This is an optimization exercise on Yosys and OpenROAD, whose aim is small area, a short achievable clock period and few clock cycles per item, not a production implementation. Function was checked by simulation only, so behaviour that the tests miss may differ from the original. Power and IR drop assume default switching activity.

File: design/flow/design.v
module pow_5_seq
(
    input         clock,
    input         reset_n,
    input         run,
    input  [17:0] n,
    output        ready,
    output [17:0] n_pow_5
);
    reg rdy;
    always @(posedge clock or negedge reset_n)
        if (!reset_n) rdy <= 1'b0;
        else          rdy <= run;
    assign ready = rdy;
    wire w1;
    wire w2;
    wire w3;
    wire w4;
    wire w5;
    wire w6;
    wire w7;
    wire w8;
    wire w9;
    wire w10;
    wire w11;
    wire w12;
    wire w13;
    wire w14;
    wire w15;
    wire w16;
    wire w17;
    wire w18;
    wire w19;
    wire w20;
    wire w21;
    wire w22;
    wire w23;
    wire w24;
    wire w25;
    wire w26;
    wire w27;
    wire w28;
    wire w29;
    wire w30;
    wire w31;
    wire w32;
    wire w33;
    wire w34;
    wire w35;
    wire w36;
    wire w37;
    wire w38;
    wire w39;
    wire w40;
    wire w41;
    wire w42;
    wire w43;
    wire w44;
    wire w45;
    wire w46;
    wire w47;
    wire w48;
    wire w49;
    wire w50;
    wire w51;
    wire w52;
    wire w53;
    wire w54;
    wire w55;
    wire w56;
    wire w57;
    wire w58;
    wire w59;
    wire w60;
    wire w61;
    wire w62;
    wire w63;
    wire w64;
    wire w65;
    wire w66;
    wire w67;
    wire w68;
    wire w69;
    wire w70;
    wire w71;
    wire w72;
    wire w73;
    wire w74;
    wire w75;
    wire w76;
    wire w77;
    wire w78;
    wire w79;
    wire w80;
    wire w81;
    wire w82;
    wire w83;
    wire w84;
    wire w85;
    wire w86;
    wire w87;
    wire w88;
    wire w89;
    wire w90;
    wire w91;
    wire w92;
    wire w93;
    wire w94;
    wire w95;
    wire w96;
    wire w97;
    wire w98;
    wire w99;
    wire w100;
    wire w101;
    wire w102;
    wire w103;
    wire w104;
    wire w105;
    wire w106;
    wire w107;
    wire w108;
    wire w109;
    wire w110;
    wire w111;
    wire w112;
    wire w113;
    wire w114;
    wire w115;
    wire w116;
    wire w117;
    wire w118;
    wire w119;
    wire w120;
    wire w121;
    wire w122;
    wire w123;
    wire w124;
    wire w125;
    wire w126;
    wire w127;
    wire w128;
    wire w129;
    wire w130;
    wire w131;
    wire w132;
    wire w133;
    wire w134;
    wire w135;
    wire w136;
    wire w137;
    wire w138;
    wire w139;
    wire w140;
    wire w141;
    wire w142;
    wire w143;
    wire w144;
    wire w145;
    wire w146;
    wire w147;
    wire w148;
    wire w149;
    wire w150;
    wire w151;
    wire w152;
    wire w153;
    wire w154;
    wire w155;
    wire w156;
    wire w157;
    wire w158;
    wire w159;
    wire w160;
    wire w161;
    wire w162;
    wire w163;
    wire w164;
    wire w165;
    wire w166;
    wire w167;
    wire w168;
    wire w169;
    wire w170;
    wire w171;
    wire w172;
    wire w173;
    wire w174;
    wire w175;
    wire w176;
    wire w177;
    wire w178;
    wire w179;
    wire w180;
    wire w181;
    wire w182;
    wire w183;
    wire w184;
    wire w185;
    wire w186;
    wire w187;
    wire w188;
    wire w189;
    wire w190;
    wire w191;
    wire w192;
    wire w193;
    wire w194;
    wire w195;
    wire w196;
    wire w197;
    wire w198;
    wire w199;
    wire w200;
    wire w201;
    wire w202;
    wire w203;
    wire w204;
    wire w205;
    wire w206;
    wire w207;
    wire w208;
    wire w209;
    wire w210;
    wire w211;
    wire w212;
    wire w213;
    wire w214;
    wire w215;
    wire w216;
    wire w217;
    wire w218;
    wire w219;
    wire w220;
    wire w221;
    wire w222;
    wire w223;
    wire w224;
    wire w225;
    wire w226;
    wire w227;
    wire w228;
    wire w229;
    wire w230;
    wire w231;
    wire w232;
    wire w233;
    wire w234;
    wire w235;
    wire w236;
    wire w237;
    wire w238;
    wire w239;
    wire w240;
    wire w241;
    wire w242;
    wire w243;
    wire w244;
    wire w245;
    wire w246;
    wire w247;
    wire w248;
    wire w249;
    wire w250;
    wire w251;
    wire w252;
    wire w253;
    wire w254;
    wire w255;
    wire w256;
    wire w257;
    wire w258;
    wire w259;
    wire w260;
    wire w261;
    wire w262;
    wire w263;
    wire w264;
    wire w265;
    wire w266;
    wire w267;
    wire w268;
    wire w269;
    wire w270;
    wire w271;
    wire w272;
    wire w273;
    wire w274;
    wire w275;
    wire w276;
    wire w277;
    wire w278;
    wire w279;
    wire w280;
    wire w281;
    wire w282;
    wire w283;
    wire w284;
    wire w285;
    reg r_w116;
    reg r_w111;
    reg r_w109;
    reg r_w119;
    reg r_w128;
    reg r_w130;
    reg r_w129;
    reg r_w131;
    reg r_w142;
    reg r_w144;
    reg r_w143;
    reg r_w158;
    reg r_w145;
    reg r_w160;
    reg r_w162;
    reg r_w185;
    reg r_w163;
    reg r_w186;
    reg r_w187;
    reg r_w118;
    reg r_w108;
    reg r_w110;
    reg r_w199;
    reg r_w223;
    reg r_w224;
    reg r_w221;
    reg r_w222;
    reg r_w219;
    reg r_w246;
    reg r_w210;
    reg r_w259;
    reg r_n_0;
    reg r_w1;
    reg r_w2;
    reg r_w3;
    reg r_w4;
    reg r_w5;
    reg r_w205;
    reg r_w275;
    reg r_w276;
    reg r_w277;
    reg r_w278;
    reg [16:0] lut_a5;
    always @(*)
        case ({n[5], n[4], n[3], n[2], n[1], n[0]})
            6'd0: lut_a5 = 17'b00000000000000000;
            6'd1: lut_a5 = 17'b00000000000000000;
            6'd2: lut_a5 = 17'b00000000000010000;
            6'd3: lut_a5 = 17'b00000000001111001;
            6'd4: lut_a5 = 17'b00000001000000000;
            6'd5: lut_a5 = 17'b00000011000011010;
            6'd6: lut_a5 = 17'b00000111100110000;
            6'd7: lut_a5 = 17'b00010000011010011;
            6'd8: lut_a5 = 17'b00100000000000000;
            6'd9: lut_a5 = 17'b00111001101010100;
            6'd10: lut_a5 = 17'b01100001101010000;
            6'd11: lut_a5 = 17'b10011101010001101;
            6'd12: lut_a5 = 17'b11110011000000000;
            6'd13: lut_a5 = 17'b01101010100101110;
            6'd14: lut_a5 = 17'b00001101001110000;
            6'd15: lut_a5 = 17'b11100101100100111;
            6'd16: lut_a5 = 17'b00000000000000000;
            6'd17: lut_a5 = 17'b01101010100101000;
            6'd18: lut_a5 = 17'b00110101010010000;
            6'd19: lut_a5 = 17'b01110010000100001;
            6'd20: lut_a5 = 17'b00110101000000000;
            6'd21: lut_a5 = 17'b10010100011000010;
            6'd22: lut_a5 = 17'b10101000110110000;
            6'd23: lut_a5 = 17'b10001101011111011;
            6'd24: lut_a5 = 17'b01100000000000000;
            6'd25: lut_a5 = 17'b01000000101111100;
            6'd26: lut_a5 = 17'b01010010111010000;
            6'd27: lut_a5 = 17'b10111100100110101;
            6'd28: lut_a5 = 17'b10100111000000000;
            6'd29: lut_a5 = 17'b00111110011010110;
            6'd30: lut_a5 = 17'b10110010011110000;
            6'd31: lut_a5 = 17'b00110110001001111;
            6'd32: lut_a5 = 17'b00000000000000000;
            6'd33: lut_a5 = 17'b01001010001010000;
            6'd34: lut_a5 = 17'b01010010100010000;
            6'd35: lut_a5 = 17'b01011010111001001;
            6'd36: lut_a5 = 17'b10101001000000000;
            6'd37: lut_a5 = 17'b10000110101101010;
            6'd38: lut_a5 = 17'b01000010000110000;
            6'd39: lut_a5 = 17'b00101101100100011;
            6'd40: lut_a5 = 17'b10100000000000000;
            6'd41: lut_a5 = 17'b11110100110100100;
            6'd42: lut_a5 = 17'b10001100001010000;
            6'd43: lut_a5 = 17'b11001010111011101;
            6'd44: lut_a5 = 17'b00011011000000000;
            6'd45: lut_a5 = 17'b11101011001111110;
            6'd46: lut_a5 = 17'b10101111101110000;
            6'd47: lut_a5 = 17'b11100001101110111;
            6'd48: lut_a5 = 17'b00000000000000000;
            6'd49: lut_a5 = 17'b10001110101111000;
            6'd50: lut_a5 = 17'b00010111110010000;
            6'd51: lut_a5 = 17'b00101010101110001;
            6'd52: lut_a5 = 17'b01011101000000000;
            6'd53: lut_a5 = 17'b01001010000010010;
            6'd54: lut_a5 = 17'b10010011010110000;
            6'd55: lut_a5 = 17'b11100000101001011;
            6'd56: lut_a5 = 17'b11100000000000000;
            6'd57: lut_a5 = 17'b01000101111001100;
            6'd58: lut_a5 = 17'b11001101011010000;
            6'd59: lut_a5 = 17'b00111000010000101;
            6'd60: lut_a5 = 17'b01001111000000000;
            6'd61: lut_a5 = 17'b11100001000100110;
            6'd62: lut_a5 = 17'b11000100111110000;
            6'd63: lut_a5 = 17'b11011000010011111;
        endcase
    assign w1 = lut_a5[0];
    assign w2 = lut_a5[1];
    assign w3 = lut_a5[2];
    assign w4 = lut_a5[3];
    assign w5 = lut_a5[4];
    assign w6 = lut_a5[5];
    assign w7 = lut_a5[6];
    assign w8 = lut_a5[7];
    assign w9 = lut_a5[8];
    assign w10 = lut_a5[9];
    assign w11 = lut_a5[10];
    assign w12 = lut_a5[11];
    assign w13 = lut_a5[12];
    assign w14 = lut_a5[13];
    assign w15 = lut_a5[14];
    assign w16 = lut_a5[15];
    assign w17 = lut_a5[16];
    reg [7:0] lut_p;
    always @(*)
        case ({n[5], n[4], n[3], n[2], n[1], n[0]})
            6'd0: lut_p = 8'b00000000;
            6'd1: lut_p = 8'b00000000;
            6'd2: lut_p = 8'b00000101;
            6'd3: lut_p = 8'b00011001;
            6'd4: lut_p = 8'b01010000;
            6'd5: lut_p = 8'b11000011;
            6'd6: lut_p = 8'b10010101;
            6'd7: lut_p = 8'b11101110;
            6'd8: lut_p = 8'b00000000;
            6'd9: lut_p = 8'b00000010;
            6'd10: lut_p = 8'b00110101;
            6'd11: lut_p = 8'b11011111;
            6'd12: lut_p = 8'b01010000;
            6'd13: lut_p = 8'b11011101;
            6'd14: lut_p = 8'b11100101;
            6'd15: lut_p = 8'b11001100;
            6'd16: lut_p = 8'b00000000;
            6'd17: lut_p = 8'b11110100;
            6'd18: lut_p = 8'b00100101;
            6'd19: lut_p = 8'b00010101;
            6'd20: lut_p = 8'b01010000;
            6'd21: lut_p = 8'b01100111;
            6'd22: lut_p = 8'b11110101;
            6'd23: lut_p = 8'b10011010;
            6'd24: lut_p = 8'b00000000;
            6'd25: lut_p = 8'b11010110;
            6'd26: lut_p = 8'b11010101;
            6'd27: lut_p = 8'b10111011;
            6'd28: lut_p = 8'b01010000;
            6'd29: lut_p = 8'b01100001;
            6'd30: lut_p = 8'b11000101;
            6'd31: lut_p = 8'b01011000;
            6'd32: lut_p = 8'b00000000;
            6'd33: lut_p = 8'b10101000;
            6'd34: lut_p = 8'b01000101;
            6'd35: lut_p = 8'b11010001;
            6'd36: lut_p = 8'b01010000;
            6'd37: lut_p = 8'b11001011;
            6'd38: lut_p = 8'b01010101;
            6'd39: lut_p = 8'b00000110;
            6'd40: lut_p = 8'b00000000;
            6'd41: lut_p = 8'b01101010;
            6'd42: lut_p = 8'b01110101;
            6'd43: lut_p = 8'b01010111;
            6'd44: lut_p = 8'b01010000;
            6'd45: lut_p = 8'b10100101;
            6'd46: lut_p = 8'b10100101;
            6'd47: lut_p = 8'b10100100;
            6'd48: lut_p = 8'b00000000;
            6'd49: lut_p = 8'b00011100;
            6'd50: lut_p = 8'b01100101;
            6'd51: lut_p = 8'b01001101;
            6'd52: lut_p = 8'b01010000;
            6'd53: lut_p = 8'b11101111;
            6'd54: lut_p = 8'b10110101;
            6'd55: lut_p = 8'b00110010;
            6'd56: lut_p = 8'b00000000;
            6'd57: lut_p = 8'b10111110;
            6'd58: lut_p = 8'b00010101;
            6'd59: lut_p = 8'b10110011;
            6'd60: lut_p = 8'b01010000;
            6'd61: lut_p = 8'b10101001;
            6'd62: lut_p = 8'b10000101;
            6'd63: lut_p = 8'b10110000;
        endcase
    assign w18 = lut_p[0];
    assign w19 = lut_p[1];
    assign w20 = lut_p[2];
    assign w21 = lut_p[3];
    assign w22 = lut_p[4];
    assign w23 = lut_p[5];
    assign w24 = lut_p[6];
    assign w25 = lut_p[7];
    reg [2:0] lut_q;
    always @(*)
        case ({n[5], n[4], n[3], n[2], n[1], n[0]})
            6'd0: lut_q = 3'b000;
            6'd1: lut_q = 3'b001;
            6'd2: lut_q = 3'b010;
            6'd3: lut_q = 3'b001;
            6'd4: lut_q = 3'b000;
            6'd5: lut_q = 3'b100;
            6'd6: lut_q = 3'b110;
            6'd7: lut_q = 3'b100;
            6'd8: lut_q = 3'b000;
            6'd9: lut_q = 3'b111;
            6'd10: lut_q = 3'b010;
            6'd11: lut_q = 3'b111;
            6'd12: lut_q = 3'b000;
            6'd13: lut_q = 3'b010;
            6'd14: lut_q = 3'b110;
            6'd15: lut_q = 3'b010;
            6'd16: lut_q = 3'b000;
            6'd17: lut_q = 3'b101;
            6'd18: lut_q = 3'b010;
            6'd19: lut_q = 3'b101;
            6'd20: lut_q = 3'b000;
            6'd21: lut_q = 3'b000;
            6'd22: lut_q = 3'b110;
            6'd23: lut_q = 3'b000;
            6'd24: lut_q = 3'b000;
            6'd25: lut_q = 3'b011;
            6'd26: lut_q = 3'b010;
            6'd27: lut_q = 3'b011;
            6'd28: lut_q = 3'b000;
            6'd29: lut_q = 3'b110;
            6'd30: lut_q = 3'b110;
            6'd31: lut_q = 3'b110;
            6'd32: lut_q = 3'b000;
            6'd33: lut_q = 3'b001;
            6'd34: lut_q = 3'b010;
            6'd35: lut_q = 3'b001;
            6'd36: lut_q = 3'b000;
            6'd37: lut_q = 3'b100;
            6'd38: lut_q = 3'b110;
            6'd39: lut_q = 3'b100;
            6'd40: lut_q = 3'b000;
            6'd41: lut_q = 3'b111;
            6'd42: lut_q = 3'b010;
            6'd43: lut_q = 3'b111;
            6'd44: lut_q = 3'b000;
            6'd45: lut_q = 3'b010;
            6'd46: lut_q = 3'b110;
            6'd47: lut_q = 3'b010;
            6'd48: lut_q = 3'b000;
            6'd49: lut_q = 3'b101;
            6'd50: lut_q = 3'b010;
            6'd51: lut_q = 3'b101;
            6'd52: lut_q = 3'b000;
            6'd53: lut_q = 3'b000;
            6'd54: lut_q = 3'b110;
            6'd55: lut_q = 3'b000;
            6'd56: lut_q = 3'b000;
            6'd57: lut_q = 3'b011;
            6'd58: lut_q = 3'b010;
            6'd59: lut_q = 3'b011;
            6'd60: lut_q = 3'b000;
            6'd61: lut_q = 3'b110;
            6'd62: lut_q = 3'b110;
            6'd63: lut_q = 3'b110;
        endcase
    assign w26 = lut_q[0];
    assign w27 = lut_q[1];
    assign w28 = lut_q[2];
    reg [2:0] lut_r;
    always @(*)
        case ({n[10], n[9], n[8], n[7], n[6]})
            5'd0: lut_r = 3'b000;
            5'd1: lut_r = 3'b000;
            5'd2: lut_r = 3'b001;
            5'd3: lut_r = 3'b010;
            5'd4: lut_r = 3'b100;
            5'd5: lut_r = 3'b110;
            5'd6: lut_r = 3'b001;
            5'd7: lut_r = 3'b100;
            5'd8: lut_r = 3'b000;
            5'd9: lut_r = 3'b100;
            5'd10: lut_r = 3'b001;
            5'd11: lut_r = 3'b110;
            5'd12: lut_r = 3'b100;
            5'd13: lut_r = 3'b010;
            5'd14: lut_r = 3'b001;
            5'd15: lut_r = 3'b000;
            5'd16: lut_r = 3'b000;
            5'd17: lut_r = 3'b000;
            5'd18: lut_r = 3'b001;
            5'd19: lut_r = 3'b010;
            5'd20: lut_r = 3'b100;
            5'd21: lut_r = 3'b110;
            5'd22: lut_r = 3'b001;
            5'd23: lut_r = 3'b100;
            5'd24: lut_r = 3'b000;
            5'd25: lut_r = 3'b100;
            5'd26: lut_r = 3'b001;
            5'd27: lut_r = 3'b110;
            5'd28: lut_r = 3'b100;
            5'd29: lut_r = 3'b010;
            5'd30: lut_r = 3'b001;
            5'd31: lut_r = 3'b000;
        endcase
    assign w29 = lut_r[0];
    assign w30 = lut_r[1];
    assign w31 = lut_r[2];
    assign w32 = n[0] & n[6];
    assign w33 = n[0] & n[7];
    assign w34 = n[0] & n[8];
    assign w35 = n[0] & n[9];
    assign w36 = n[0] & n[10];
    assign w37 = n[0] & n[11];
    assign w38 = w18 & n[6];
    assign w39 = w18 & n[7];
    assign w40 = w18 & n[8];
    assign w41 = w18 & n[9];
    assign w42 = w18 & n[10];
    assign w43 = w18 & n[11];
    assign w44 = w19 & n[6];
    assign w45 = w19 & n[7];
    assign w46 = w19 & n[8];
    assign w47 = w19 & n[9];
    assign w48 = w19 & n[10];
    assign w49 = w19 & n[11];
    assign w50 = w20 & n[6];
    assign w51 = w20 & n[7];
    assign w52 = w20 & n[8];
    assign w53 = w20 & n[9];
    assign w54 = w20 & n[10];
    assign w55 = w20 & n[11];
    assign w56 = w21 & n[6];
    assign w57 = w21 & n[7];
    assign w58 = w21 & n[8];
    assign w59 = w21 & n[9];
    assign w60 = w21 & n[10];
    assign w61 = w22 & n[6];
    assign w62 = w22 & n[7];
    assign w63 = w22 & n[8];
    assign w64 = w22 & n[9];
    assign w65 = w23 & n[6];
    assign w66 = w23 & n[7];
    assign w67 = w23 & n[8];
    assign w68 = w24 & n[6];
    assign w69 = w24 & n[7];
    assign w70 = w25 & n[6];
    assign w71 = n[0] & n[12];
    assign w72 = n[0] & n[13];
    assign w73 = n[0] & n[14];
    assign w74 = n[0] & n[15];
    assign w75 = n[0] & n[16];
    assign w76 = n[0] & n[17];
    assign w77 = w18 & n[12];
    assign w78 = w18 & n[13];
    assign w79 = w19 & n[12];
    assign w80 = n[0] & w29;
    assign w81 = n[0] & w30;
    assign w82 = n[0] & w31;
    assign w83 = w1 & n[6];
    assign w84 = w1 & w29;
    assign w85 = w1 & w30;
    assign w86 = w26 & n[6];
    assign w87 = w26 & w29;
    assign w88 = w27 & n[6];
    assign w89 = w28 & n[6];
    assign w90 = w34 ^ w32;
    assign w91 = w34 & w32;
    assign w92 = w35 ^ w33 ^ w91;
    assign w93 = (w35 & w33) | (w35 & w91) | (w33 & w91);
    assign w94 = w36 ^ w34 ^ w93;
    assign w95 = (w36 & w34) | (w36 & w93) | (w34 & w93);
    assign w96 = w10 ^ w38;
    assign w97 = w10 & w38;
    assign w98 = w37 ^ w35 ^ w11;
    assign w99 = (w37 & w35) | (w37 & w11) | (w35 & w11);
    assign w100 = w95 ^ w39 ^ w44;
    assign w101 = (w95 & w39) | (w95 & w44) | (w39 & w44);
    assign w102 = w97 ^ w98;
    assign w103 = w97 & w98;
    assign w104 = w36 ^ w71 ^ w12;
    assign w105 = (w36 & w71) | (w36 & w12) | (w71 & w12);
    assign w106 = w40 ^ w45 ^ w50;
    assign w107 = (w40 & w45) | (w40 & w50) | (w45 & w50);
    assign w108 = w99 ^ w104 ^ w101;
    assign w109 = (w99 & w104) | (w99 & w101) | (w104 & w101);
    assign w110 = w106 ^ w103;
    assign w111 = w106 & w103;
    assign w112 = w37 ^ w72 ^ w32;
    assign w113 = (w37 & w72) | (w37 & w32) | (w72 & w32);
    assign w114 = w112 ^ w13 ^ w41;
    assign w115 = (w112 & w13) | (w112 & w41) | (w13 & w41);
    assign w116 = w46 ^ w51 ^ w56;
    assign w117 = (w46 & w51) | (w46 & w56) | (w51 & w56);
    assign w118 = w105 ^ w107 ^ w114;
    assign w119 = (w105 & w107) | (w105 & w114) | (w107 & w114);
    assign w120 = r_w116 ^ r_w111 ^ r_w109;
    assign w121 = (r_w116 & r_w111) | (r_w116 & r_w109) | (r_w111 & r_w109);
    assign w122 = w73 ^ w71 ^ w113;
    assign w123 = (w73 & w71) | (w73 & w113) | (w71 & w113);
    assign w124 = w14 ^ w122 ^ w42;
    assign w125 = (w14 & w122) | (w14 & w42) | (w122 & w42);
    assign w126 = w47 ^ w52 ^ w57;
    assign w127 = (w47 & w52) | (w47 & w57) | (w52 & w57);
    assign w128 = w61 ^ w83 ^ w115;
    assign w129 = (w61 & w83) | (w61 & w115) | (w83 & w115);
    assign w130 = w117 ^ w124 ^ w126;
    assign w131 = (w117 & w124) | (w117 & w126) | (w124 & w126);
    assign w132 = r_w119 ^ r_w128 ^ r_w130;
    assign w133 = (r_w119 & r_w128) | (r_w119 & r_w130) | (r_w128 & r_w130);
    assign w134 = w74 ^ w72 ^ w123;
    assign w135 = (w74 & w72) | (w74 & w123) | (w72 & w123);
    assign w136 = w15 ^ w43 ^ w48;
    assign w137 = (w15 & w43) | (w15 & w48) | (w43 & w48);
    assign w138 = w53 ^ w58 ^ w62;
    assign w139 = (w53 & w58) | (w53 & w62) | (w58 & w62);
    assign w140 = w65 ^ w80 ^ w86;
    assign w141 = (w65 & w80) | (w65 & w86) | (w80 & w86);
    assign w142 = w134 ^ w125 ^ w127;
    assign w143 = (w134 & w125) | (w134 & w127) | (w125 & w127);
    assign w144 = w136 ^ w138 ^ w140;
    assign w145 = (w136 & w138) | (w136 & w140) | (w138 & w140);
    assign w146 = r_w129 ^ r_w131 ^ r_w142;
    assign w147 = (r_w129 & r_w131) | (r_w129 & r_w142) | (r_w131 & r_w142);
    assign w148 = r_w144 ^ w133;
    assign w149 = r_w144 & w133;
    assign w150 = w75 ^ w73 ^ w16;
    assign w151 = (w75 & w73) | (w75 & w16) | (w73 & w16);
    assign w152 = w49 ^ w54 ^ w59;
    assign w153 = (w49 & w54) | (w49 & w59) | (w54 & w59);
    assign w154 = w63 ^ w66 ^ w68;
    assign w155 = (w63 & w66) | (w63 & w68) | (w66 & w68);
    assign w156 = w77 ^ w81 ^ w84;
    assign w157 = (w77 & w81) | (w77 & w84) | (w81 & w84);
    assign w158 = w88 ^ w135 ^ w150;
    assign w159 = (w88 & w135) | (w88 & w150) | (w135 & w150);
    assign w160 = w137 ^ w139 ^ w141;
    assign w161 = (w137 & w139) | (w137 & w141) | (w139 & w141);
    assign w162 = w152 ^ w154 ^ w156;
    assign w163 = (w152 & w154) | (w152 & w156) | (w154 & w156);
    assign w164 = r_w143 ^ r_w158 ^ r_w145;
    assign w165 = (r_w143 & r_w158) | (r_w143 & r_w145) | (r_w158 & r_w145);
    assign w166 = r_w160 ^ r_w162 ^ w147;
    assign w167 = (r_w160 & r_w162) | (r_w160 & w147) | (r_w162 & w147);
    assign w168 = w164 ^ w149;
    assign w169 = w164 & w149;
    assign w170 = w76 ^ w74;
    assign w171 = w170 ^ w17;
    assign w172 = w55 ^ w60;
    assign w173 = w64 ^ w67;
    assign w174 = w69 ^ w70;
    assign w175 = w78 ^ w79;
    assign w176 = w82 ^ w85;
    assign w177 = w87 ^ w89;
    assign w178 = w171 ^ w172;
    assign w179 = w173 ^ w174;
    assign w180 = w175 ^ w176;
    assign w181 = w177 ^ w151;
    assign w182 = w153 ^ w155;
    assign w183 = w157 ^ w178;
    assign w184 = w179 ^ w180;
    assign w185 = w181 ^ w182;
    assign w186 = w183 ^ w184;
    assign w187 = w159 ^ w161;
    assign w188 = r_w185 ^ r_w163;
    assign w189 = r_w186 ^ r_w187;
    assign w190 = w188 ^ w189;
    assign w191 = w165 ^ w190;
    assign w192 = w167 ^ w191;
    assign w193 = w6 & w32;
    assign w194 = w7 & w33;
    assign w195 = w8 & w90;
    assign w196 = w9 & w92;
    assign w197 = w94 & w96;
    assign w198 = w100 & w102;
    assign w199 = w108 & w110;
    assign w200 = r_w118 & w120;
    assign w201 = w121 & w132;
    assign w202 = w146 & w148;
    assign w203 = w166 & w168;
    assign w204 = w169 & w192;
    assign w205 = w6 ^ w32;
    assign w206 = w7 ^ w33;
    assign w207 = w8 ^ w90;
    assign w208 = w9 ^ w92;
    assign w209 = w94 ^ w96;
    assign w210 = w100 ^ w102;
    assign w211 = r_w108 ^ r_w110;
    assign w212 = r_w118 ^ w120;
    assign w213 = w121 ^ w132;
    assign w214 = w146 ^ w148;
    assign w215 = w166 ^ w168;
    assign w216 = w169 ^ w192;
    assign w217 = w3 & w2;
    assign w218 = w5 & w4;
    assign w219 = w194 | (w206 & w193);
    assign w220 = w206 & w205;
    assign w221 = w196 | (w208 & w195);
    assign w222 = w208 & w207;
    assign w223 = w198 | (w210 & w197);
    assign w224 = w210 & w209;
    assign w225 = w200 | (w212 & r_w199);
    assign w226 = w212 & w211;
    assign w227 = w202 | (w214 & w201);
    assign w228 = w214 & w213;
    assign w229 = w204 | (w216 & w203);
    assign w230 = w216 & w215;
    assign w231 = w2 & w1;
    assign w232 = w217 & w1;
    assign w233 = w205 & w218;
    assign w234 = w220 & w218;
    assign w235 = w197 | (w209 & w221);
    assign w236 = w209 & w222;
    assign w237 = r_w223 | (r_w224 & r_w221);
    assign w238 = r_w224 & r_w222;
    assign w239 = w201 | (w213 & w225);
    assign w240 = w213 & w226;
    assign w241 = w227 | (w228 & w225);
    assign w242 = w228 & w226;
    assign w243 = w4 & w232;
    assign w244 = w218 & w232;
    assign w245 = w233 & w232;
    assign w246 = w234 & w232;
    assign w247 = r_w199 | (w211 & w237);
    assign w248 = w211 & w238;
    assign w249 = w225 | (w226 & w237);
    assign w250 = w226 & w238;
    assign w251 = w239 | (w240 & w237);
    assign w252 = w240 & w238;
    assign w253 = w241 | (w242 & w237);
    assign w254 = w242 & w238;
    assign w255 = w195 | (w207 & w219);
    assign w256 = w207 & w246;
    assign w257 = w221 | (w222 & w219);
    assign w258 = w222 & w246;
    assign w259 = w235 | (w236 & w219);
    assign w260 = w236 & w246;
    assign w261 = w237 | (w238 & r_w219);
    assign w262 = w238 & r_w246;
    assign w263 = w247 | (w248 & r_w219);
    assign w264 = w248 & r_w246;
    assign w265 = w249 | (w250 & r_w219);
    assign w266 = w250 & r_w246;
    assign w267 = w251 | (w252 & r_w219);
    assign w268 = w252 & r_w246;
    assign w269 = w253 | (w254 & r_w219);
    assign w270 = w254 & r_w246;
    assign w271 = w203 | (w215 & w269);
    assign w272 = w215 & w270;
    assign w273 = w229 | (w230 & w269);
    assign w274 = w230 & w270;
    assign w275 = w206 ^ w193;
    assign w276 = w207 ^ w219;
    assign w277 = w208 ^ w255;
    assign w278 = w209 ^ w257;
    assign w279 = r_w210 ^ r_w259;
    assign w280 = w211 ^ w261;
    assign w281 = w212 ^ w263;
    assign w282 = w213 ^ w265;
    assign w283 = w214 ^ w267;
    assign w284 = w215 ^ w269;
    assign w285 = w216 ^ w271;
    always @(posedge clock) begin
        r_w116 <= w116;
        r_w111 <= w111;
        r_w109 <= w109;
        r_w119 <= w119;
        r_w128 <= w128;
        r_w130 <= w130;
        r_w129 <= w129;
        r_w131 <= w131;
        r_w142 <= w142;
        r_w144 <= w144;
        r_w143 <= w143;
        r_w158 <= w158;
        r_w145 <= w145;
        r_w160 <= w160;
        r_w162 <= w162;
        r_w185 <= w185;
        r_w163 <= w163;
        r_w186 <= w186;
        r_w187 <= w187;
        r_w118 <= w118;
        r_w108 <= w108;
        r_w110 <= w110;
        r_w199 <= w199;
        r_w223 <= w223;
        r_w224 <= w224;
        r_w221 <= w221;
        r_w222 <= w222;
        r_w219 <= w219;
        r_w246 <= w246;
        r_w210 <= w210;
        r_w259 <= w259;
        r_n_0 <= n[0];
        r_w1 <= w1;
        r_w2 <= w2;
        r_w3 <= w3;
        r_w4 <= w4;
        r_w5 <= w5;
        r_w205 <= w205;
        r_w275 <= w275;
        r_w276 <= w276;
        r_w277 <= w277;
        r_w278 <= w278;
    end
    assign n_pow_5 = {w285, w284, w283, w282, w281, w280, w279, r_w278, r_w277, r_w276, r_w275, r_w205, r_w5, r_w4, r_w3, r_w2, r_w1, r_n_0};
endmodule
File: design/flow/run.sh
#!/bin/bash
# synth_recipe.tcl (not shown) runs the flow's synth.tcl, then flattens the netlist and writes it again
# the make line also repeats each setting of config.mk as NAME=value (left out here)
make -C /OpenROAD-flow-scripts/flow DESIGN_CONFIG=/design/flow/config.mk WORK_HOME=/design/flow/orfs CLKGATE_MAP_FILE= SYNTH_SCRIPT=/design/flow/synth_recipe.tcl finish
File: design/flow/config.mk
export PLATFORM = sky130hd
export DESIGN_NAME = pow_5_seq
export DESIGN_NICKNAME = pow_5_seq
export VERILOG_FILES = /design/flow/design.v
export SDC_FILE = /design/flow/constraint.sdc
export NUM_CORES = 4
export LEC_CHECK = 0
export CAP_MARGIN = 20
export CORE_MARGIN = 2
export CORE_UTILIZATION = 40
export SETUP_SLACK_MARGIN = 1.6
export SLEW_MARGIN = 20
File: design/flow/constraint.sdc
create_clock -name core_clock -period 5.8 [get_ports {clock}]
set_input_delay 1.1600 -clock core_clock [delete_from_list [all_inputs] [get_ports {clock}]]
set_output_delay 1.1600 -clock core_clock [all_outputs]
set_load 0.01 [all_outputs]
==> impl_metrics.ini, run 1 <==
[status]
run_status = complete, no violations

[route]
wl_per_cell_um = 17.3
first_pass_iters = 5
ant_nets = 0
drt-total-wl_um = 11900
vias_per_cell = 5.56
num_vias = 3833
first_iter_violations = 506
drc = 0

[critical_path]
worst_setup_path_end_kind = output port
cp.arrival_ns = 2.98
cp_cell_sequence = fa_1, ha_4, o21a_1, o21a_1, o21ai_1, nand2b_1, fa_2, xnor2_2, xnor2_1, xnor2_1, buf_2
cp-start-kind = register
cp_max_fo = 3
critPathKind = register to output port
slowest_stage = fa_1
critical-path-top-delay-family = adder cells
worstPathRequired_ns = 4.64
slowest_delay_ns = 0.58
path_buf_inv = 1

[synth]
syn_inst = 548
avgSynthCellArea_um2 = 8.16
synth_ff_type = dfxtp_1
synthArstFlopShare = 0.0238
synth_edf_count = 0
ys_seq_elements = 42
ys_seq_area_frac = 0.189
ys_warn_count = 1
post_synth_num_cell_types = 55
syn_nets = 630
netlist_area_um2 = 4470

[floorplan]
die_w_um = 110
row_count = 38
initial_core_util = 0.411
core_area_um2 = 10900
io_pins = 40
die-area_um2 = 12000
fp.dieH_um = 110

[cts]
cts_tree = built
cts-buffers-inserted = 5
cts-root-buf = clkbuf_8
cts_buffer_depth = 2
hold_buffers = 0
htreeDepth = 2
cts.clk_slew.worst_paths_ns = 0.09
clock_sinks = 42

[global_route]
track_usage = 0.208
grt_pass1_wl_um = 18900
grt_max_degree = 56
grt_pass1_vias = 3607
grt_overflow = 0
antenna_found_initial = 0

[timing]
slew_violations = 0
period_minus_slack_ns = 4.14
timing.hold.ws_ns = 0.985
finalCritPeriodShare = 0.714
finalSetupViolCount = 0
worst_slew_pin_slew_ns = 0.990
finalHoldViolations = 0
finalSetupTns_ns = 0
grt_setup_unrepaired = yes
fmax_ghz = 0.242
relSlewSlack = 0.340

[finish]
final_common_cell = nand2_1
area_growth_pct = 10.0
nets = 631
instances_no_fill = 690
drive_gt1_frac = 0.0945
layout_common_cells = nand2_1 (80), nor2_1 (43), dfxtp_1 (41)
fill_cells = 1078
final_util = 0.452
antennaDiodeCount = 0

[job]
drv_cap = 0

[place]
routabilityCongestion = 0.965
hpwl_um = 9010
place_inst = 679
io_buffers = 39

[power]
finalPower_mw = 1.52
powerDensity_nw_per_um2 = 308
ir_worst_vdd_mv = 0.207
p_leak_nw = 2.16

[min_path]
hold_path.class = input pin to asynchronous set/reset pin
[layer usage]
| metal | track usage | up-vias | wire, um |
|---|---|---|---|
| li1 | - | 1816 | - |
| met1 | 0.294 | 1805 | 5310 |
| met2 | 0.309 | 193 | 5380 |
| met3 | 0.0379 | 19 | 917 |
| met4 | 0.0868 | 0 | 327 |
| met5 | 0 | - | 0 |
[where the power goes]
part / leakage (nW) / total (mW) / switching [mW] / internal, mW
sequential: 0.355 / 0.400 / 0.0318 / 0.368
combinational: 1.76 / 0.913 / 0.442 / 0.471
clock: 0.0408 / 0.203 / 0.117 / 0.0862
total: 2.16 / 1.52 / 0.591 / 0.925
[layout make-up]
cell class	count	area, um2	area share
inverter	40	156	0.0318
clock buffer	5	68.8	0.0140
multi-input combinational	407	3180	0.646
sequential	42	846	0.172
timing repair buffer	53	470	0.0956
clock inverter	3	23.8	0.00483
tap	140	175	0.0356
[how the worst max path moves through the flow]
stage | startpoint | end | slack (ns) | depth (start not counted)
detailed placement | n[0] | r_w199$_DFF_P_ | 0.82 | 11
CTS | r_w116$_DFF_P_ | n_pow_5[17] | 1.60 | 11
global placement | n[1] | r_w199$_DFF_P_ | 0.90 | 11
global route | r_w109$_DFF_P_ | n_pow_5[17] | 1.50 | 11
floorplan | n[4] | r_w223$_DFF_P_ | 1.70 | 12
finish | r_w109$_DFF_P_ | n_pow_5[17] | 1.66 | 11
[stage by stage]
step	area (um2)	setup WS, ns
2_1_floorplan	4470	1.70
3_3_place_gp	4780	0.896
3_5_place_dp	4780	0.825
4_1_cts	4880	1.60
5_1_grt	4920	1.50
6_report	4920	1.66
[synthesized netlist by cell type (8+ instances only)]
cell | count | area, um2
nand2_1 | 81 | 304
nor2_1 | 43 | 161
dfxtp_1 | 41 | 821
inv_1 | 38 | 143
fa_1 | 37 | 741
a21oi_1 | 32 | 160
o21ai_0 | 29 | 145
ha_1 | 24 | 300
clkbuf_1 | 22 | 82.6
xnor2_1 | 20 | 175
buf_4 | 18 | 135
nand2b_1 | 16 | 100
and2_1 | 14 | 87.6
o211ai_1 | 14 | 105
buf_2 | 12 | 60.1
a21o_1 | 8 | 60.1
[logic make-up after synthesis]
family,synth area share
simple gates,0.183
mux,0.0400
compound gates,0.181
xor+xnor,0.0680
fa+ha+maj,0.233
flops,0.189
buf+inv,0.107
[timing repair]
item | CTS | global route
cloned | 0 | 0
setup endpoints to repair | 27 | 14
pin swaps | 2 | 4
gates resized for setup | 16 | 10
buffers inserted | 0 | 3
Testbench counts, summed over its fixed seeds: cycles 24,000, items 24,000.
==> run 2, diff against run 1 <==
--- a/design/flow/config.mk
+++ b/design/flow/config.mk
@@ -8,5 +8,5 @@
 export CAP_MARGIN = 20
 export CORE_MARGIN = 2
 export CORE_UTILIZATION = 40
-export SETUP_SLACK_MARGIN = 1.6
+export SETUP_SLACK_MARGIN = 1.0
 export SLEW_MARGIN = 20
==> run 2 against run 1 <==
  * Sequential power barely moved
  * Sequential share of layout area barely moved
  * Total power rose by 1.3%
  * Global-route usage barely moved
  * Routed wire length rose by 0.39%
  * Die area did not move
  * Fmax fell by 6.8%
  * Non-clock buffer count fell by 1
  * Synthesized area did not move
==> impl_metrics.ini, run 2 <==
[synth]
syn_nets = 630
synth-adder-area-share = 0.233
ys_seq_area_frac = 0.189
synth.most_common_cell = nand2_1
synth_top_area_frac = 0.183
ys_seq_elements = 42
synth_commonest_cells = nand2_1 (81), nor2_1 (43), dfxtp_1 (41), inv_1 (38), fa_1 (37)
synth-compound-area-share = 0.181
ys_warn_count = 1
post_synth_num_cell_types = 55
synth_top_family_by_area = adder cells
syn_inst = 548
synth_ff_type = dfxtp_1
netlist_area_um2 = 4470
synthTopCellsByArea = dfxtp_1 (18%), fa_1 (17%), nand2_1 (6.8%), ha_1 (6.7%), xnor2_1 (3.9%)
synth_top_cell_by_area = dfxtp_1
synthMuxAreaShare = 0.0400
synthXorXnorAreaFrac = 0.0680
synthSimpleGateAreaFrac = 0.183
synthArstFlopShare = 0.0238
synth_edf_count = 0
avgSynthCellArea_um2 = 8.16

[cts]
cts_buffer_depth = 2
hold_buffers = 0
cts-buffers-inserted = 5
cts_tree = built
clock_sinks = 42
htreeDepth = 2
cts.clk_slew.worst_paths_ns = 0.10
cts-root-buf = clkbuf_8

[finish]
antennaDiodeCount = 0
nets = 630
final_common_cell = nand2_1
instances_no_fill = 689
finalInstanceArea_um2 = 4910
drive_gt1_frac = 0.0747
layout_common_cells = nand2_1 (81), nor2_1 (43), dfxtp_1 (41)
area_growth_pct = 9.79
final_util = 0.451

[critical_path]
cp_cell_sequence = clkdlybuf4s50_1, buf_4, nand2b_1, nand2_1, nor2_1, a21oi_1, a21oi_1, a21oi_1, ha_1, fa_1, fa_1, xor2_1
critical-path-top-delay-family = adder cells
cp-startpoint = n[2]
worstPathRequired_ns = 6.01
slowest_delay_ns = 0.80
crit_top_cell = a21oi_1
cp.arrival_ns = 4.65
critPathKind = input pin to register
cp-start-kind = input pin
path_buf_inv = 2
worst_setup_path_end_kind = register
cp-endpoint = r_w277$_DFF_P_
cp.depth = 12
slowest_stage = clkdlybuf4s50_1
cp_max_fo = 14

[route]
ant_nets = 0
first_iter_violations = 445
wl_per_cell_um = 17.4
num_vias = 3843
drc = 0
vias_per_cell = 5.58
drt-total-wl_um = 12000
first_pass_iters = 5

[floorplan]
die_w_um = 110
io_pins = 40
core_area_um2 = 10900
row_count = 38
die-area_um2 = 12000
fp.dieH_um = 110
initial_core_util = 0.411

[job]
drv_cap = 0

[power]
power.internal_mw = 0.950
powerDensity_nw_per_um2 = 313
ir_worst_vdd_mv = 0.247
power.clock.fraction = 0.133
p_switching_mw = 0.586
p_comb_frac = 0.608
power.share.sequential = 0.259
swShare = 0.382
p_leak_nw = 2.18

[place]
place_inst = 679
post-place-ws_ns = 0.825
hpwl_um = 9010
io_buffers = 39
place_area_um2 = 4780
routabilityCongestion = 0.965

[global_route]
grt_overflow = 0
grt_max_degree = 56
track_usage = 0.208
grt_pass1_wl_um = 18900
antenna_found_initial = 0
grt_pass1_vias = 3612

[timing]
finalSetupTns_ns = 0
slew_violations = 0
worst_slew_pin_slew_ns = 0.950
setup_ws_ns = 1.36
relSlewSlack = 0.367
grt_setup_unrepaired = no
period_minus_slack_ns = 4.44
finalHoldViolations = 0
fmax_ghz = 0.225
finalCritPeriodShare = 0.766
finalSetupViolCount = 0

[min_path]
hold_path.class = input pin to asynchronous set/reset pin

[status]
run_status = complete, no violations
## run 2: through the flow
step	power [mW]	hold slack (ns)
floorplan	1.13	0.864
global placement	1.32	1.31
detailed placement	1.34	1.31
global route	1.67	0.972
finish	1.54	0.984
CTS	1.55	0.966
## run 2: how the worst min path moves through the flow
stage | endpoint | cells after the start | from | slack (ns)
floorplan | rdy$_DFF_PN0_ | 0 | reset_n | 0.86
global placement | rdy$_DFF_PN0_ | 1 | reset_n | 1.31
detailed placement | rdy$_DFF_PN0_ | 1 | reset_n | 1.31
finish | rdy$_DFF_PN0_ | 1 | reset_n | 0.98
global route | rdy$_DFF_PN0_ | 1 | reset_n | 0.97
CTS | rdy$_DFF_PN0_ | 1 | reset_n | 0.97
## run 2: repair_timing
action / in CTS / in global routing
endpoints found under the setup margin: 0 / 5
setup buffers: 0 / 2
resized for setup: 0 / 5
## run 2: area by class of cell
| type | instances | area (um2) |
|---|---|---|
| clock buffer | 5 | 68.8 |
| multi-input combinational | 407 | 3160 |
| clock inverter | 3 | 23.8 |
| timing repair buffer | 52 | 485 |
| sequential | 42 | 846 |
| tap | 140 | 175 |
| fill | 1080 | 5980 |
| inverter | 40 | 154 |
## run 2: metal layers
| metal | global-route usage | wire [um] |
|---|---|---|
| met1 | 0.294 | 5340 |
| met2 | 0.310 | 5380 |
| met3 | 0.0397 | 894 |
| met4 | 0.0868 | 365 |
| met5 | 0 | 0 |
## run 2: kinds of logic (layout without fill, tap and decap cells)
group / after synthesis / count (layout)
and+or+nand+nor: 180 / 180
AOI/OAI and AO/OA: 126 / 126
buffers and inverters: 99 / 100
adders and majority gates: 61 / 61
DFF: 42 / 42
xor gates and xnor gates: 30 / 30
muxes: 10 / 10
## run 2: power groups by stage
stage | clock [mW] | combinational (mW) | sequential [mW]
finish | 0.204 | 0.934 | 0.398
global route | 0.225 | 1.04 | 0.405
CTS | 0.215 | 0.937 | 0.400
detailed placement | 0 | 0.930 | 0.407
global placement | 0 | 0.918 | 0.405
floorplan | 0 | 0.729 | 0.398
==> run 3, diff against run 2 <==
--- a/design/flow/config.mk
+++ b/design/flow/config.mk
@@ -7,6 +7,6 @@
 export LEC_CHECK = 0
 export CAP_MARGIN = 20
 export CORE_MARGIN = 2
-export CORE_UTILIZATION = 40
-export SETUP_SLACK_MARGIN = 1.0
+export CORE_UTILIZATION = 70
+export SETUP_SLACK_MARGIN = 1.5
 export SLEW_MARGIN = 20
==> run 3 against run 2 <==
  * Sequential share of layout area is essentially flat
  * Utilization grew 33 points
  * Non-clock buffer count up 8
  * Sequential cell count did not move
  * Count of clock-buffer cells in the layout up 1
  * Worst hold slack improved by 0.014 ns
  * Largest cell class unchanged
  * Largest power group unchanged
  * Highest routed layer unchanged
==> impl_metrics.ini, run 3 <==
[finish]
drive_gt1_frac = 0.104
layout_common_cells = nand2_1 (80), nor2_1 (43), dfxtp_1 (40)
final_util = 0.782
final_common_cell = nand2_1
finalInstanceArea_um2 = 4910
nets = 638
instances_no_fill = 634
antennaDiodeCount = 0
area_growth_pct = 9.76

[status]
run_status = complete, no violations

[timing]
finalSetupTns_ns = 0
slew_violations = 0
relSlewSlack = 0.315
fmax_ghz = 0.238
finalCritPeriodShare = 0.723
timing.hold.ws_ns = 0.998
finalHoldViolations = 0
period_minus_slack_ns = 4.19
grt_setup_unrepaired = yes
worst_slew_pin_slew_ns = 1.03
finalSetupViolCount = 0
setup_ws_ns = 1.61

[synth]
syn_nets = 630
post_synth_num_cell_types = 55
ys_seq_area_frac = 0.189
synth_top_cell_by_area = dfxtp_1
synth_commonest_cells = nand2_1 (81), nor2_1 (43), dfxtp_1 (41), inv_1 (38), fa_1 (37)
ys_seq_elements = 42
synth_ff_type = dfxtp_1
netlist_area_um2 = 4470
synth_top_area_frac = 0.183
synth_edf_count = 0
synthArstFlopShare = 0.0238
synthTopCellsByArea = dfxtp_1 (18%), fa_1 (17%), nand2_1 (6.8%), ha_1 (6.7%), xnor2_1 (3.9%)
ys_warn_count = 1
syn_inst = 548
avgSynthCellArea_um2 = 8.16
synth.most_common_cell = nand2_1

[cts]
htreeDepth = 2
cts_buffer_depth = 2
cts-root-buf = clkbuf_8
cts_tree = built
cts.clk_slew.worst_paths_ns = 0.08
clock_sinks = 42
cts-buffers-inserted = 5

[place]
post-place-ws_ns = 1.08
hpwl_um = 8690
io_buffers = 39
place_area_um2 = 4740
place_inst = 620
routabilityCongestion = 1.02

[floorplan]
core_area_um2 = 6280
io_pins = 40
row_count = 29
initial_core_util = 0.713
fp.dieH_um = 83.9
die-area_um2 = 7050
die_w_um = 83.9

[critical_path]
worstPathRequired_ns = 4.64
worst_setup_path_end_kind = output port
cp-start-kind = register
cp_max_fo = 3
critPathKind = register to output port
cp.arrival_ns = 3.03

[route]
drc = 0
first_iter_violations = 492
first_pass_iters = 5
vias_per_cell = 6.28
drt-total-wl_um = 11600
num_vias = 3982
wl_per_cell_um = 18.4
ant_nets = 0

[job]
drv_cap = 0

[power]
powerDensity_nw_per_um2 = 326
ir_worst_vdd_mv = 0.478
p_leak_nw = 2.22
finalPower_mw = 1.60

[global_route]
grt_max_degree = 64
grt_pass1_wl_um = 18900
grt_overflow = 0
antenna_found_initial = 0
grt_pass1_vias = 3810
track_usage = 0.339

[min_path]
hold_path.class = input pin to asynchronous set/reset pin
## run 3: power by group
group	total, mW	leakage [nW]	internal, mW	switching [mW]
logic	1.01	1.82	0.517	0.492
clock network	0.194	0.0452	0.0852	0.109
registers	0.400	0.355	0.368	0.0318
## run 3: area by class of cell
class / count / area [um2]
Clock buffer: 6 / 72.6
Clock inverter: 2 / 13.8
Fill cell: 443 / 1370
Inverter: 40 / 156
Multi-Input combinational cell: 407 / 3180
Sequential cell: 42 / 847
Tap cell: 77 / 96.3
Timing Repair Buffer: 60 / 542
## run 3: cell families (layout without fill, tap and decap cells)
logic type	after synthesis	in the layout	share of synthesized area
AND/OR/NAND/NOR	180	180	0.183
adder cells (fa/ha/maj)	61	61	0.233
AO/OA/AOI/OAI	126	126	0.181
flip-flops	42	42	0.189
multiplexers	10	10	0.0400
buffers and inverters	99	108	0.107
XOR/XNOR	30	30	0.0680
## run 3: worst max path at each step
stage / startpoint / end
floorplan: n[4] / r_w223$_DFF_P_
global placement: n[0] / r_w186$_DFF_P_
detailed placement: n[0] / r_w186$_DFF_P_
CTS: r_w116$_DFF_P_ / n_pow_5[17]
global route: r_w116$_DFF_P_ / n_pow_5[17]
finish: r_w116$_DFF_P_ / n_pow_5[16]
## run 3: repair_timing
item / in CTS / in global routing
gates resized for setup: 8 / 15
hold buffers: 0 / 0
pin swaps: 1 / 1
setup endpoints to repair: 8 / 21
hold endpoints to repair: 0 / 0
buffers inserted: 3 / 3
## run 3: metal layers
layer / GRT usage / wire, um
met5: 0 / 0
met4: 0.106 / 305
met3: 0.0514 / 1200
met2: 0.543 / 5470
met1: 0.478 / 4670
## run 3: critical path: stages (launching register included)
cell and delay [ns]:
dfxtp_2 0.33, fa_1 0.47, ha_1 0.30, o21a_1 0.13, o21a_1 0.21, o21ai_2 0.13
nand2b_1 0.12, fa_2 0.53, clkdlybuf4s50_1 0.53
==> run 4, diff against run 3 <==
--- a/design/flow/config.mk
+++ b/design/flow/config.mk
@@ -7,6 +7,6 @@
 export LEC_CHECK = 0
 export CAP_MARGIN = 20
 export CORE_MARGIN = 2
-export CORE_UTILIZATION = 70
+export CORE_UTILIZATION = 40
 export SETUP_SLACK_MARGIN = 1.5
 export SLEW_MARGIN = 20
==> run 4 against run 3 <==
  * Largest cell class unchanged
  * Synthesized area stayed put
  * Critical path depth grew 1
  * Critical endpoint is now r_w187$_DFF_P_
  * Sequential power about the same
==> impl_metrics.ini, run 4 <==
[critical_path]
slowest_delay_ns = 0.53
cp_max_fo = 19
cp-start-kind = input pin
cp_cell_sequence = dlygate4sd2_1, buf_4, ha_1, a221o_1, a221oi_2, nand2_1, fa_1, fa_1, xor2_1
slowest_stage = dlygate4sd2_1
crit_top_cell = fa_1
worstPathRequired_ns = 6.01
cp.arrival_ns = 4.35
critPathKind = input pin to register
worst_setup_path_end_kind = register

[route]
drc = 0
vias_per_cell = 5.58
wl_per_cell_um = 17.3
ant_nets = 0
first_pass_iters = 5
first_iter_violations = 457
drt-total-wl_um = 11900
num_vias = 3831

[floorplan]
io_pins = 40
die_w_um = 110
initial_core_util = 0.411
fp.dieH_um = 110
core_area_um2 = 10900
row_count = 38
die-area_um2 = 12000

[synth]
netlist_area_um2 = 4470
syn_nets = 630
synth_edf_count = 0
synth_commonest_cells = nand2_1 (81), nor2_1 (43), dfxtp_1 (41), inv_1 (38), fa_1 (37)
synth_top_area_frac = 0.183
synth_ff_type = dfxtp_1
post_synth_num_cell_types = 55
syn_inst = 548
synthTopCellsByArea = dfxtp_1 (18%), fa_1 (17%), nand2_1 (6.8%), ha_1 (6.7%), xnor2_1 (3.9%)
ys_seq_area_frac = 0.189
ys_seq_elements = 42
synth.most_common_cell = nand2_1
synthArstFlopShare = 0.0238
synth_top_cell_by_area = dfxtp_1
avgSynthCellArea_um2 = 8.16
ys_warn_count = 1

[cts]
cts-buffers-inserted = 5
cts_tree = built
cts_buffer_depth = 2
htreeDepth = 2
cts_setup_buffers = 0
cts-root-buf = clkbuf_8
cts.clk_slew.worst_paths_ns = 0.09
clock_sinks = 42

[place]
io_buffers = 39
hpwl_um = 9010
place_inst = 679
routabilityCongestion = 0.965

[finish]
antennaDiodeCount = 0
area_growth_pct = 9.01
layout_common_cells = nand2_1 (81), nor2_1 (43), dfxtp_1 (41)
multi_input_area_um2 = 3160
fill_cells = 1079
regArea_um2 = 846
nets = 628
drive_gt1_frac = 0.0804
final_common_cell = nand2_1
instances_no_fill = 687

[global_route]
track_usage = 0.208
grt_pass1_wl_um = 18900
antenna_found_initial = 0
grt_max_degree = 56
grt_overflow = 0
grt_pass1_vias = 3608

[status]
run_status = complete, no violations

[timing]
grt_setup_unrepaired = no
finalCritPeriodShare = 0.714
slew_violations = 0
fmax_ghz = 0.242
relSlewSlack = 0.354
finalSetupViolCount = 0
worst_slew_pin_slew_ns = 0.969
period_minus_slack_ns = 4.14
finalHoldViolations = 0
finalSetupTns_ns = 0

[power]
finalPower_mw = 1.51
ir_worst_vdd_mv = 0.216
powerDensity_nw_per_um2 = 310
p_leak_nw = 2.16

[min_path]
hold_path.class = input pin to asynchronous set/reset pin

[job]
drv_cap = 0
==> run 4: cell counts after synthesis <==
No cell type changed its count.
==> run 4: repair_timing <==
action                     4_1_cts  5_1_grt
pin swaps                        1        2
setup endpoints to repair       23       18
resized for setup                8        9
hold buffers                     0        0
==> run 4: final timing paths <==
check	startpoint	to	slack (ns)	cells after the start
min in group core_clock	n[0]	r_n_0$_DFF_P_	1.13	1
worst min-delay path	reset_n	rdy$_DFF_PN0_	0.98	1
worst max-delay path	n[2]	r_w187$_DFF_P_	1.66	9
max in group asynchronous	reset_n	rdy$_DFF_PN0_	4.72	1
==> run 4: layout make-up <==
type | count | area share
multi-input combinational | 407 | 0.649
sequential | 42 | 0.173
timing repair buffer | 50 | 0.0921
tap | 140 | 0.0359
inverter | 40 | 0.0308
clock buffer | 5 | 0.0141
clock inverter | 3 | 0.00488
==> run 4: worst max-delay path: cells and delay by family <==
family,cells,cell delay (ns)
adders and majority gates,3,1.19
buffers and inverters,2,0.87
AOI/OAI and AO/OA,2,0.79
xor gates and xnor gates,1,0.17
and+or+nand+nor,1,0.15
==> run 4: metal layers <==
| layer | routed length [um] | GRT usage | up-vias | part of all wire |
|---|---|---|---|---|
| li1 | - | - | 1807 | - |
| met1 | 5310 | 0.294 | 1813 | 0.45 |
| met2 | 5340 | 0.309 | 190 | 0.45 |
| met3 | 883 | 0.0397 | 21 | 0.074 |
| met4 | 331 | 0.0868 | 0 | 0.028 |
| met5 | 0 | 0 | - | 0 |
==> run 4: kinds of logic after synthesis <==
kind of cell | after synthesis | synth area share
and+or+nand+nor | 180 | 0.183
AOI/OAI and AO/OA | 126 | 0.181
buffers and inverters | 99 | 0.107
adders and majority gates | 61 | 0.233
DFF | 42 | 0.189
xor gates and xnor gates | 30 | 0.0680
muxes | 10 | 0.0400
==> run 4: through the flow <==
| stage | worst slack, ns | area (um2) | hold slack (ns) | utilization |
|---|---|---|---|---|
| after floorplan | 1.70 | 4470 | 0.864 | - |
| after global placement | 0.896 | 4780 | 1.31 | 0.439 |
| after detailed placement | 0.825 | 4780 | 1.31 | 0.439 |
| after CTS | 1.42 | 4880 | 0.966 | 0.448 |
| after global routing | 1.49 | 4880 | 0.974 | 0.448 |
| final | 1.66 | 4880 | 0.984 | 0.448 |
==> run 4: power breakdown <==
| group | leakage (nW) | switching [mW] | total (mW) | internal [mW] |
|---|---|---|---|---|
| Clock | 0.0408 | 0.118 | 0.204 | 0.0862 |
| Combinational | 1.76 | 0.439 | 0.909 | 0.470 |
| Sequential | 0.355 | 0.0301 | 0.398 | 0.368 |
==> run 5, diff against run 4 <==
--- a/design/flow/design.v
+++ b/design/flow/design.v
@@ -312,22 +312,18 @@
     reg r_w145;
     reg r_w160;
     reg r_w162;
-    reg r_w185;
-    reg r_w163;
     reg r_w186;
     reg r_w187;
+    reg r_w188;
     reg r_w118;
-    reg r_w108;
-    reg r_w110;
     reg r_w199;
+    reg r_w211;
     reg r_w223;
     reg r_w224;
     reg r_w221;
-    reg r_w222;
+    reg r_w238;
     reg r_w219;
     reg r_w246;
-    reg r_w210;
-    reg r_w259;
     reg r_n_0;
     reg r_w1;
     reg r_w2;
@@ -339,6 +335,7 @@
     reg r_w276;
     reg r_w277;
     reg r_w278;
+    reg r_w279;
     reg [16:0] lut_a5;
     always @(*)
         case ({n[5], n[4], n[3], n[2], n[1], n[0]})
@@ -766,9 +763,9 @@
     assign w185 = w181 ^ w182;
     assign w186 = w183 ^ w184;
     assign w187 = w159 ^ w161;
-    assign w188 = r_w185 ^ r_w163;
+    assign w188 = w185 ^ w163;
     assign w189 = r_w186 ^ r_w187;
-    assign w190 = w188 ^ w189;
+    assign w190 = r_w188 ^ w189;
     assign w191 = w165 ^ w190;
     assign w192 = w167 ^ w191;
     assign w193 = w6 & w32;
@@ -789,7 +786,7 @@
     assign w208 = w9 ^ w92;
     assign w209 = w94 ^ w96;
     assign w210 = w100 ^ w102;
-    assign w211 = r_w108 ^ r_w110;
+    assign w211 = w108 ^ w110;
     assign w212 = r_w118 ^ w120;
     assign w213 = w121 ^ w132;
     assign w214 = w146 ^ w148;
@@ -804,7 +801,7 @@
     assign w223 = w198 | (w210 & w197);
     assign w224 = w210 & w209;
     assign w225 = w200 | (w212 & r_w199);
-    assign w226 = w212 & w211;
+    assign w226 = w212 & r_w211;
     assign w227 = w202 | (w214 & w201);
     assign w228 = w214 & w213;
     assign w229 = w204 | (w216 & w203);
@@ -816,7 +813,7 @@
     assign w235 = w197 | (w209 & w221);
     assign w236 = w209 & w222;
     assign w237 = r_w223 | (r_w224 & r_w221);
-    assign w238 = r_w224 & r_w222;
+    assign w238 = w224 & w222;
     assign w239 = w201 | (w213 & w225);
     assign w240 = w213 & w226;
     assign w241 = w227 | (w228 & w225);
@@ -825,22 +822,22 @@
     assign w244 = w218 & w232;
     assign w245 = w233 & w232;
     assign w246 = w234 & w232;
-    assign w247 = r_w199 | (w211 & w237);
-    assign w248 = w211 & w238;
+    assign w247 = r_w199 | (r_w211 & w237);
+    assign w248 = r_w211 & r_w238;
     assign w249 = w225 | (w226 & w237);
-    assign w250 = w226 & w238;
+    assign w250 = w226 & r_w238;
     assign w251 = w239 | (w240 & w237);
-    assign w252 = w240 & w238;
+    assign w252 = w240 & r_w238;
     assign w253 = w241 | (w242 & w237);
-    assign w254 = w242 & w238;
+    assign w254 = w242 & r_w238;
     assign w255 = w195 | (w207 & w219);
     assign w256 = w207 & w246;
     assign w257 = w221 | (w222 & w219);
     assign w258 = w222 & w246;
     assign w259 = w235 | (w236 & w219);
     assign w260 = w236 & w246;
-    assign w261 = w237 | (w238 & r_w219);
-    assign w262 = w238 & r_w246;
+    assign w261 = w237 | (r_w238 & r_w219);
+    assign w262 = r_w238 & r_w246;
     assign w263 = w247 | (w248 & r_w219);
     assign w264 = w248 & r_w246;
     assign w265 = w249 | (w250 & r_w219);
@@ -857,8 +854,8 @@
     assign w276 = w207 ^ w219;
     assign w277 = w208 ^ w255;
     assign w278 = w209 ^ w257;
-    assign w279 = r_w210 ^ r_w259;
-    assign w280 = w211 ^ w261;
+    assign w279 = w210 ^ w259;
+    assign w280 = r_w211 ^ w261;
     assign w281 = w212 ^ w263;
     assign w282 = w213 ^ w265;
     assign w283 = w214 ^ w267;
@@ -880,22 +877,18 @@
         r_w145 <= w145;
         r_w160 <= w160;
         r_w162 <= w162;
-        r_w185 <= w185;
-        r_w163 <= w163;
         r_w186 <= w186;
         r_w187 <= w187;
+        r_w188 <= w188;
         r_w118 <= w118;
-        r_w108 <= w108;
-        r_w110 <= w110;
         r_w199 <= w199;
+        r_w211 <= w211;
         r_w223 <= w223;
         r_w224 <= w224;
         r_w221 <= w221;
-        r_w222 <= w222;
+        r_w238 <= w238;
         r_w219 <= w219;
         r_w246 <= w246;
-        r_w210 <= w210;
-        r_w259 <= w259;
         r_n_0 <= n[0];
         r_w1 <= w1;
         r_w2 <= w2;
@@ -907,6 +900,7 @@
         r_w276 <= w276;
         r_w277 <= w277;
         r_w278 <= w278;
+        r_w279 <= w279;
     end
-    assign n_pow_5 = {w285, w284, w283, w282, w281, w280, w279, r_w278, r_w277, r_w276, r_w275, r_w205, r_w5, r_w4, r_w3, r_w2, r_w1, r_n_0};
+    assign n_pow_5 = {w285, w284, w283, w282, w281, w280, r_w279, r_w278, r_w277, r_w276, r_w275, r_w205, r_w5, r_w4, r_w3, r_w2, r_w1, r_n_0};
 endmodule
--- a/design/flow/config.mk
+++ b/design/flow/config.mk
@@ -8,5 +8,5 @@
 export CAP_MARGIN = 20
 export CORE_MARGIN = 2
 export CORE_UTILIZATION = 40
-export SETUP_SLACK_MARGIN = 1.5
+export SETUP_SLACK_MARGIN = 1.9
 export SLEW_MARGIN = 20
==> run 5 against run 4 <==
  * Global-route usage rose by 0.93 points
  * Combinational power rose by 2.8%
  * Sequential share of layout area fell by 2.3 points
  * Final cell count rose by 0.73%
  * Worst setup slack improved by 0.27 ns
  * Non-clock buffer count rose by 13
  * Worst hold slack improved by 0.022 ns
  * Sequential cell count fell by 3
  * Final area rose by 6.9%
  * First-iteration DRC count rose by 3.1%
  * Fmax rose by 7.0%
==> impl_metrics.ini, run 5 <==
[synth]
syn_inst = 543
avgSynthCellArea_um2 = 8.20
synth_ff_type = dfxtp_1
synth_top_cell_by_area = dfxtp_1
post_synth_num_cell_types = 68
synthArstFlopShare = 0.0256
netlist_area_um2 = 4450
synthTopCellsByArea = dfxtp_1 (17%), fa_1 (17%), ha_1 (7.0%), nand2_1 (5.7%), a21oi_1 (4.5%)
synth_edf_count = 0
syn_nets = 626
ys_warn_count = 1
synth_top_area_frac = 0.171
synth_commonest_cells = nand2_1 (68), inv_1 (42), a21oi_1 (40), dfxtp_1 (38), fa_1 (37)
ys_seq_area_frac = 0.177
ys_seq_elements = 39
synth.most_common_cell = nand2_1

[place]
io_buffers = 39
routabilityCongestion = 0.977
hpwl_um = 9110
place_inst = 668
post-place-ws_ns = 0.635
place_area_um2 = 4790

[critical_path]
slowest_delay_ns = 0.57
cp.arrival_ns = 2.71
cp_cell_sequence = fa_1, ha_4, o21a_1, o21a_1, o21ai_1, nand2b_1, fa_2, xnor2_2, xnor2_1, buf_2
cp_max_fo = 2
slowest_stage = fa_1
worstPathRequired_ns = 4.64
crit_top_cell = o21a_1
cp-start-kind = register
worst_setup_path_end_kind = output port
critPathKind = register to output port

[global_route]
grt_pass1_vias = 3833
grt_max_degree = 85
antenna_found_initial = 0
grt_pass1_wl_um = 20100
grt_overflow = 0
track_usage = 0.217

[floorplan]
io_pins = 40
die-area_um2 = 12000
core_area_um2 = 10800
row_count = 38
fp.dieH_um = 109
die_w_um = 109
initial_core_util = 0.411

[power]
ir_worst_vdd_mv = 0.341
finalPower_mw = 1.55
powerDensity_nw_per_um2 = 297
p_leak_nw = 2.23

[cts]
cts.clk_slew.worst_paths_ns = 0.08
cts_buffer_depth = 2
cts-buffers-inserted = 5
clock_sinks = 39
cts_tree = built
hold_buffers = 0
htreeDepth = 2
cts-root-buf = clkbuf_8

[timing]
finalCritPeriodShare = 0.667
timing.hold.ws_ns = 1.01
worst_slew_pin_slew_ns = 0.554
relSlewSlack = 0.631
fmax_ghz = 0.259
finalSetupViolCount = 0
setup_ws_ns = 1.93
finalSetupTns_ns = 0
grt_setup_unrepaired = yes
finalHoldViolations = 0
period_minus_slack_ns = 3.87
slew_violations = 0

[finish]
antennaDiodeCount = 0
multi_input_area_um2 = 3330
area_growth_pct = 17.1
finalInstanceArea_um2 = 5210
instances_no_fill = 692
regArea_um2 = 787
nets = 634
drive_gt1_frac = 0.158
layout_common_cells = nand2_1 (63), inv_1 (39), a21oi_1 (38)
final_util = 0.481
final_common_cell = nand2_1
fill_cells = 1060

[route]
met1_length_um = 5380
dr_wl_met2_um = 5860
drc = 0
wl_per_cell_um = 18.1
num_vias = 3917
first_pass_iters = 5
first_iter_violations = 471
drt-total-wl_um = 12500
topRoutingLayerUsed = met4
wl_met3_um = 882
ant_nets = 0
vias_per_cell = 5.66

[job]
drv_cap = 0

[status]
run_status = complete, no violations

[min_path]
hold_path.class = input pin to asynchronous set/reset pin
[run 5: cell count changes after synthesis, sizes merged, moves of 7 or more]
| cell | change |
|---|---|
| nand2 | -12 |
| a21oi | +8 |
| nand2b | -8 |
| o21ai | -8 |
| a211oi | +7 |
| buf | +7 |
| nor2 | -7 |
[run 5: logic make-up (layout without fill, tap and decap cells)]
kind of cell    count (synthesis)  count (layout)  synth area share
fa+ha+maj                      62              62             0.237
mux                            10              10            0.0377
buf+inv                       105             114             0.114
flops                          39              39             0.177
compound gates                130             130             0.194
simple gates                  167             167             0.176
xor+xnor                       30              30            0.0652
[run 5: worst paths after layout]
check / start / endpoint / slack, ns / depth (start not counted)
worst max-delay path: r_w116$_DFF_P_ / n_pow_5[17] / 1.93 / 10
worst min-delay path: reset_n / rdy$_DFF_PN0_ / 1.01 / 1
max in group asynchronous: reset_n / rdy$_DFF_PN0_ / 4.70 / 1
min in group core_clock: run / rdy$_DFF_PN0_ / 1.32 / 1
[run 5: what timing repair did]
action	CTS	global route
gates resized for setup	46	23
buffers inserted	8	7
pin swaps	5	5
cloned	1	0
setup endpoints to repair	31	13
[run 5: area by class of cell]
cell class / instances / area share
Multi-Input combinational cell: 399 / 0.639
Sequential cell: 39 / 0.151
Timing Repair Buffer: 63 / 0.121
Tap cell: 140 / 0.0336
Inverter: 43 / 0.0324
Clock buffer: 6 / 0.0158
Clock inverter: 2 / 0.00672
[run 5: layer usage]
metal,vias up,track usage
li1,1833,-
met1,1874,0.298
met2,177,0.354
met3,33,0.0237
met4,0,0.0769
met5,-,0
[run 5: worst max-delay path, delay by kind of cell, from the launching register on]
family / cells / cell delay (ns)
AOI/OAI and AO/OA: 3 / 0.44
and+or+nand+nor: 1 / 0.09
buffers and inverters: 1 / 0.15
adders and majority gates: 3 / 1.14
DFF: 1 / 0.33
xor gates and xnor gates: 2 / 0.28
[run 5: where the power goes]
part	switching [mW]	leakage (nW)	total [mW]	internal [mW]
registers	0.0310	0.329	0.375	0.344
clock network	0.100	0.0612	0.240	0.139
logic	0.453	1.84	0.934	0.480
total	0.585	2.23	1.55	0.964
Testbench counts of run 5, summed over its fixed seeds: cycles 24,000, items 24,000.

## re-timing with driven ports
Ports are ideal in the flow. The routed layouts listed here were re-timed in OpenROAD. Step 1 sets driving cells, clkbuf_16 on the clock port and buf_2 on the other inputs (assumed; they add their load-dependent delay and slew). Step 2, shift: input delay + t, output delay - t, t = (earliest + latest rising clock arrival at the registers) / 2. This alone moves slack from input paths to output paths. Three values: no drivers, after step 1, after step 2; two values: the first two.
run	t, ns	setup WS [ns]	clock arrival spread, ns
run 1	0.341	1.661 / 1.627 / 1.437	0.009 / 0.009
run 2	0.342	1.358 / 1.370 / 1.029	0.009 / 0.009
run 3	0.327	1.607 / 1.577 / 1.345	0.018 / 0.018
run 4	0.342	1.660 / 1.635 / 1.335	0.010 / 0.010
run 5	0.322	1.932 / 1.900 / 1.643	0.011 / 0.011
After both steps setup and hold are still met in every run listed. The setup slack of run 2, which loses most, moves by +0.012 ns with the drivers and by -0.329 ns with both steps.
